What follows belongs to an exercise in optimizing a design on an open flow for small area, a short achievable clock period and few clock cycles; a production flow would make more cautious choices. The RTL was checked by simulation tests, not by an equivalence proof against the original design.

==> flow/design.v <==
module CPU(
    input             clk,
    input             rst,
	 input      [31:0] instr_out,
    input      [31:0] data_out,
    output reg        instr_read,
	 output reg [31:0] instr_addr,
	 output reg        data_read,
    output reg [3:0]  data_write,
	 output reg [31:0] data_addr,
    output reg [31:0] data_in   
);
	localparam [2:0] INSTR_READ = 3'b000, INSTR_DECODE = 3'b001, MIDDLE = 3'b010, LOAD = 3'b011, NEXT_INSTR = 3'b100;
	reg [2:0] state;
	reg [31:0] imm;
	reg [6:0] funct7, opcode;
	reg [4:0] rs1, rs2, rd;
	reg [2:0] funct3;
	reg [31:0] x[0:31];  
	integer i;
    wire [31:0] load_shifted = data_out >> (data_addr[1:0] * 8);
    function [31:0] get_upper_bits(input [63:0] product);
        get_upper_bits = product[63:32];
    endfunction
always@(posedge clk) 
begin
	if(rst == 1'b1)
	begin
		instr_read <= 1'b1;
		instr_addr <= 32'd0;
		data_read <= 1'b0;
		data_write <= 4'b0;
		data_addr <= 32'd0;
		imm <= 32'd0;
		for(i = 0; i < 32; i = i + 1)
			x[i] <= 32'b0;
		state <= INSTR_READ;
	end
	else
    begin 
        case(state)
            INSTR_READ:
            begin
                {funct7, rs2, rs1, funct3, rd, opcode} <= instr_out;
                instr_read <= 1'b0;
                state <= INSTR_DECODE;
            end
            INSTR_DECODE:
            begin
                case(opcode)
                    7'b0110011:  
                    begin
							case({funct7, funct3})
								10'b0000000000: x[rd] <= x[rs1] + x[rs2];
                                10'b0100000000: x[rd] <= x[rs1] - x[rs2];
								10'b0000000001: x[rd] <= x[rs1] << x[rs2][4:0];
								10'b0000000010: x[rd] <= ($signed(x[rs1]) < $signed(x[rs2])) ? 32'd1 : 32'd0;   
								10'b0000000011: x[rd] <= ($unsigned(x[rs1]) < $unsigned(x[rs2])) ? 32'd1 : 32'd0;   
								10'b0000000100: x[rd] <= x[rs1] ^ x[rs2];
								10'b0000000101: x[rd] <= ($unsigned(x[rs1]) >> x[rs2][4:0]);
                                10'b0100000101: x[rd] <= ($signed(x[rs1]) >>> x[rs2][4:0]);  
								10'b0000000110: x[rd] <= x[rs1] | x[rs2]; 
								10'b0000000111: x[rd] <= x[rs1] & x[rs2];
                                10'b0000001000: 
                                begin
                                    x[rd] <= ($signed(x[rs1]) * $signed(x[rs2]));
                                end
                                10'b0000001001: 
                                begin
                                    x[rd] <= get_upper_bits($signed(x[rs1]) * $signed(x[rs2]));
                                end
                                10'b0000001011: 
                                begin
                                    x[rd] <= get_upper_bits($unsigned(x[rs1]) * $unsigned(x[rs2]));
                                end
                            endcase
                            instr_addr <= instr_addr + 32'd4;
                            state <= NEXT_INSTR;
                    end
                    7'b0000011:  
                    begin
						imm <= {{20{instr_out[31]}}, instr_out[31:20]};
						data_addr <= x[rs1] + {{20{instr_out[31]}}, instr_out[31:20]};
						data_read <= 1'b1;
						state <= MIDDLE;
                    end
                    7'b0010011:  
                    begin
                        case(funct3[1:0])
                            2'b01:
                            begin
                                case({funct7, funct3[2]})
									8'b00000000: x[rd] <= $unsigned(x[rs1]) << rs2;
                                    8'b00000001: x[rd] <= ($unsigned(x[rs1]) >> rs2);
                                    8'b01000001: x[rd] <= ($signed(x[rs1]) >>> rs2);
								endcase
                                state <= NEXT_INSTR;
                            end
                            default:
                            begin
								imm <= {{20{instr_out[31]}}, instr_out[31:20]};
                                state <= MIDDLE;
                            end
                        endcase
                        instr_addr <= instr_addr + 32'd4;
                    end
                    7'b1100111:  
                    begin
						imm <= {{20{instr_out[31]}}, instr_out[31:20]};	
						x[rd] <= instr_addr + 32'd4;
						instr_addr <= {{20{instr_out[31]}}, instr_out[31:20]} + x[rs1] & 32'b11111111111111111111111111111110;			
						state <= NEXT_INSTR;
                    end
                    7'b0100011:  
                    begin
						imm <= {{20{instr_out[31]}}, instr_out[31:25], instr_out[11:7]}; 	
						data_addr <= x[rs1] + {{20{instr_out[31]}}, instr_out[31:25], instr_out[11:7]};
						instr_addr <= instr_addr + 32'd4;
						state <= MIDDLE;
                    end
                    7'b1100011:  
                    begin
						imm <= {{19{instr_out[31]}}, instr_out[31], instr_out[7], instr_out[30:25], instr_out[11:8], 1'b0}; 
						state <= MIDDLE;
                    end
                    7'b0010111:  
                    begin
						imm <= {instr_out[31:12], 12'b0};
						state <= MIDDLE;
                    end
                    7'b0110111:  
                    begin
						imm <= {instr_out[31:12], 12'b0};
						state <= MIDDLE;		
                    end
                    7'b1101111:  
                    begin
						imm <= {{11{instr_out[31]}}, instr_out[31], instr_out[19:12], instr_out[20], instr_out[30:21], 1'b0};
						state <= MIDDLE;
                    end
					default:
					begin
						state <= NEXT_INSTR;  
					end
                endcase
                instr_read <= 1'b1;
            end
            MIDDLE:
            begin
                case(opcode)
                    7'b0000011:  
                    begin
                        data_read <= 1'b1;
                        state <= LOAD;
                    end
                    7'b0010011:  
                    begin
                        case(funct3)
							3'b000: x[rd] <= x[rs1] + imm; 
							3'b010: x[rd] <= ($signed(x[rs1]) < $signed(imm)) ? 32'b1 : 32'b0; 
							3'b011: x[rd] <= ($unsigned(x[rs1]) < $unsigned(imm)) ? 32'b1 : 32'b0; 
							3'b100: x[rd] <= x[rs1] ^ imm; 
							3'b110: x[rd] <= x[rs1] | imm; 
							3'b111: x[rd] <= x[rs1] & imm; 		 	
						endcase
                        state <= NEXT_INSTR;
                        end
                    7'b0100011:  
                    begin
                        data_in <= x[rs2] << data_addr[1:0]*  8;
                        case(funct3)
                            3'b010: data_write <= 4'b1111 << data_addr[1:0];    
                            3'b000: data_write <= 4'b0001 << data_addr[1:0];    
                            3'b001: data_write <= 4'b0011 << data_addr[1:0]; 	
                        endcase
                        state <= NEXT_INSTR;
                    end
                    7'b1100011:  
                    begin
                        case(funct3)
                            3'b000: instr_addr <= (x[rs1] == x[rs2]) ? (instr_addr + imm) : (instr_addr + 32'd4);
							3'b001: instr_addr <= (x[rs1] != x[rs2]) ? (instr_addr + imm) : (instr_addr + 32'd4);
							3'b100: instr_addr <= ($signed(x[rs1]) < $signed(x[rs2])) ? (instr_addr + imm) : (instr_addr + 32'd4);
							3'b101: instr_addr <= ($signed(x[rs1]) >= $signed(x[rs2])) ? (instr_addr + imm) : (instr_addr + 32'd4);
							3'b110: instr_addr <= ($unsigned(x[rs1]) < $unsigned(x[rs2])) ? (instr_addr + imm) : (instr_addr + 32'd4);
							3'b111: instr_addr <= ($unsigned(x[rs1]) >= $unsigned(x[rs2])) ? (instr_addr + imm) : (instr_addr + 32'd4);
                        endcase
                        state <= NEXT_INSTR;
                    end
                    7'b0010111:  
                    begin
						x[rd] <= instr_addr + imm;
						instr_addr <= instr_addr + 32'd4;
						state <= NEXT_INSTR;
                    end
                    7'b0110111:  
                    begin
                        x[rd] <= imm;
                        instr_addr <= instr_addr + 32'd4;
                        state <= NEXT_INSTR;
                    end
                    7'b1101111:  
                    begin
                        x[rd] <= instr_addr + 32'd4;
                        instr_addr <= instr_addr + imm;
                        state <= NEXT_INSTR;
                    end               
                endcase
            end      
            LOAD:
			begin
                case(opcode)
                    7'b0000011:  
                    begin
                        data_read <= 1'b0;
                        case(funct3)
                            3'b010: x[rd] <= data_out;
                            3'b000: x[rd] <= {{24{load_shifted[7]}}, load_shifted[7:0]};
                            3'b001: x[rd] <= {{16{load_shifted[15]}}, load_shifted[15:0]};
                            3'b100: x[rd] <= {24'b0, load_shifted[7:0]};
                            3'b101: x[rd] <= {16'b0, load_shifted[15:0]};
                        endcase
                        instr_addr <= instr_addr + 32'd4;
                        state <= NEXT_INSTR;
                    end
                endcase
			end
            NEXT_INSTR:
			begin
				instr_read <= 1'b1;
				data_read <= 1'b0;
				data_write <= 4'b0;
				data_addr <= 32'b0;
				imm <= 32'd0;
				x[5'b0] <= 32'd0;
				state <= INSTR_READ;
			end
        endcase
        end
    end
endmodule
==> flow/run.sh <==
#!/bin/bash
# synth_recipe.tcl (not shown) runs the flow's synth.tcl, then flattens the netlist and writes it again
# the make line also repeats each setting of config.mk as NAME=value (left out here)
make -C /OpenROAD-flow-scripts/flow DESIGN_CONFIG=/design/flow/config.mk WORK_HOME=/design/flow/orfs CLKGATE_MAP_FILE= SYNTH_SCRIPT=/design/flow/synth_recipe.tcl finish
==> flow/config.mk <==
export PLATFORM = sky130hd
export DESIGN_NAME = CPU
export DESIGN_NICKNAME = CPU
export VERILOG_FILES = /design/flow/design.v
export SDC_FILE = /design/flow/constraint.sdc
export NUM_CORES = 8
export LEC_CHECK = 0
export CAP_MARGIN = 20
export CORE_MARGIN = 2
export CORE_UTILIZATION = 40
export SLEW_MARGIN = 20
==> flow/constraint.sdc <==
create_clock -name core_clock -period 20.0 [get_ports {clk}]
set_input_delay 4.0000 -clock core_clock [delete_from_list [all_inputs] [get_ports {clk}]]
set_output_delay 4.0000 -clock core_clock [all_outputs]
set_load 0.01 [all_outputs]
==> results.txt <==
Seq/Total Area, Yosys=0.257; cts bufs inserted=141; largest net degree at the start of global routing=99; Port-buffer cells=167; HP Class=reg -> reg; endpoints failing hold=0; Setup Fix Bufs, Post-CTS=0; CP startpoint kind=flop; clk sinks=1203; final non-filler cell total=18400; Post-Syn Area per Cell=9.78 um^2; DRC viols=0; root buf cell=clkbuf_16; f_max=66.1 MHz; ys flop type=edfxtp_1; Synth area leader=edfxtp_1; Post-Synth Simple-Gate Area=0.128; Mapped Area=0.136 mm^2; first-pass GRT wire length=947 mm; CP dominant cell by count=fa_1; RSZ-0062 raised after global routing=false; clock latency on the worst-skew pair=0.92 ns; drt total wl=688 mm; die width=587 um; routed vias/inst=6.52; Util after Layout=0.437; wire per inst=37.4 um; setup TNS=0 ns; final setup vio count=0; layout cell share with drive strength beyond 1=0.105; Net Count, Synth=16100; number of synthesized register bits=1203; WP data required=20.64 ns; dpl hpwl=502 mm; routed vias=120000; mux share of post-synthesis cell area=0.118; initial antenna violation count=68; area of the multi-input gates=0.0909 mm^2; Synth Area in Adders=0.279; num ports=168; Final Max Tran Viols=0; Data arrival, critical path=15.76 ns; GP Congestion=1.10; synth warn=1; clock-pin slew on the worst setup and hold paths=0.06 ns; Die Area=0.345 mm^2; Slew @ Worst Pin=1.38 ns; placed insts=18100; Distinct cells, synth=117; largest stage delay on the critical path=1.13 ns; CP Capture Type=flop; Initial Utilization=0.401; Synth top area share=0.240; minimum clock period=15.12 ns; Synth area leaders=edfxtp_1, fa_1, mux4_2; Row Count=214; status=no timing/DRC/antenna violations; vias in the first global route=119000; cts hold-fix bufs=0; FILL cells=32800; max cap viols=0; Rel. slew slack=0.0821; Die H=587 um; clk buf depth=4; post-CTS resize count=0; Post-synth EDFFs=1088; Starting DRT DRC Count=17500; xor-xnor portion of the synthesized cell area=0.0167; H-tree depth=4; post-synthesis compound-gate area fraction=0.119; async set-reset flop share out of synthesis=0; core area=0.339 mm^2; commonest non-fill, non-tap cells in the layout=nor2_1, inv_1, fa_1; Detail Route Antenna Nets=0; FF/Latch Area=0.0350 mm^2; First-pass DRT Iterations=7; CTS tree=built; largest family of logic cells by synthesized area=adder cells; worst clock skew=0.137 ns; Worst Setup Path Type=reg -> reg; commonest non-fill, non-tap cell in the layout=nor2_1; global route overflow=0; Total GRT Usage=0.391; Tcrit/Tclk final=0.756; final-stage net count=15900; CP max-delay cell=clkinv_1; Worst Path Max Fanout=78; Layout area overhead=9.08%; Post-Synthesis Cells=13900
synth_stat cells (247+ instances only):
| library cell | n |
|---|---|
| fa_1 | 1477 |
| ha_1 | 669 |
| o21ai_0 | 448 |
| mux2i_1 | 560 |
| nor3_1 | 281 |
| edfxtp_1 | 1088 |
| nor2_1 | 1819 |
| nand2_1 | 1164 |
| mux4_2 | 413 |
| nand3_1 | 247 |
| a21oi_1 | 652 |
| inv_1 | 1749 |
| clkbuf_1 | 613 |
metrics by stage:
step / setup slack [ns] / instance area (um^2) / hold slack [ns]
after CTS: 5.32 / 148000 / 0.463
final: 4.88 / 148000 / 0.463
after floorplan: 7.96 / 136000 / 0.449
after detailed placement: 5.33 / 144000 / 0.455
after global routing: 4.82 / 148000 / 0.488
after global placement: 5.45 / 144000 / 0.454
sequential cells by signal, indices dropped and copies added, names as in the netlist, 7 cells and up, named ones only:
| name | flops |
|---|---|
| x | 1024 |
| instr_addr | 32 |
| opcode | 7 |
| imm | 32 |
| funct7 | 7 |
| data_addr | 32 |
| data_in | 32 |
metal layers:
layer	share of wire	wire length, um	track usage	up-vias
met2	0.42	288000	0.570	9146
met3	0.13	92800	0.130	2385
met5	0.00046	315	0	-
met1	0.36	250000	0.494	60700
met4	0.082	56600	0.262	46
li1	-	-	-	47700
critical path, delay by kind of cell, from the launching register on:
family,cells,cell delay (ns)
compound gates,5,2.55
buf+inv,9,3.16
fa+ha+maj,9,4.19
mux,2,0.54
flops,1,0.86
simple gates,10,3.20
worst paths after layout:
path,start,end,slack [ns],cells past startpoint
worst max-delay path,flop,x[2][7]$_SDFFCE_PN0P_,4.88,35
worst min-delay path,data_addr[23]$_SDFFE_PP0P_,data_addr[23]$_SDFFE_PP0P_,0.46,2
worst max register to register,flop,x[2][7]$_SDFFCE_PN0P_,4.88,35
worst min register to register,data_addr[23]$_SDFFE_PP0P_,data_addr[23]$_SDFFE_PP0P_,0.46,2
area by class of cell:
class                   instances  share of cell area
clock buffers                 166              0.0248
repair buffers                648              0.0365
clock inverters                88             0.00617
well taps                    4536              0.0383
flip-flops and latches       1203               0.236
inverters                    1772              0.0448
multi-input cells            9964               0.613
diodes                         34            0.000573
cell families after synthesis:
kind of cell             after synthesis
AND/OR/NAND/NOR                     4039
buffers and inverters               2743
AO/OA/AOI/OAI                       2473
adder cells (fa/ha/maj)             2146
flip-flops                          1203
multiplexers                        1046
XOR/XNOR                             260
Testbench counts, summed over its fixed seeds: cycles 113,721.

==> separate check: timing with driven ports <==
The flow's constraints put no driver on any port. The routed layout listed below was extracted and timed again, unchanged, in two steps. Step 1 sets driving cells, clkbuf_16 on the clock port and buf_2 on the other inputs (assumed; they add their load-dependent delay and slew). Step 2 times the ports against the registers' clock, not the clock port: input delays grow and output delays shrink by t, the midpoint of the rising clock arrivals with the driver on. a / b / c = no drivers / after step 1 / after step 2; a / b = the first two.
t, ns: 0.958
slack for setup (ns): 4.875 / 4.875 / 4.875
worst data-port slew with drivers (ns): 0.05
pins driven straight from the clock port: 1
After both steps this run still meets setup and hold. The setup slack of this run moves by 0.000 ns with the drivers and by 0.000 ns with both steps.
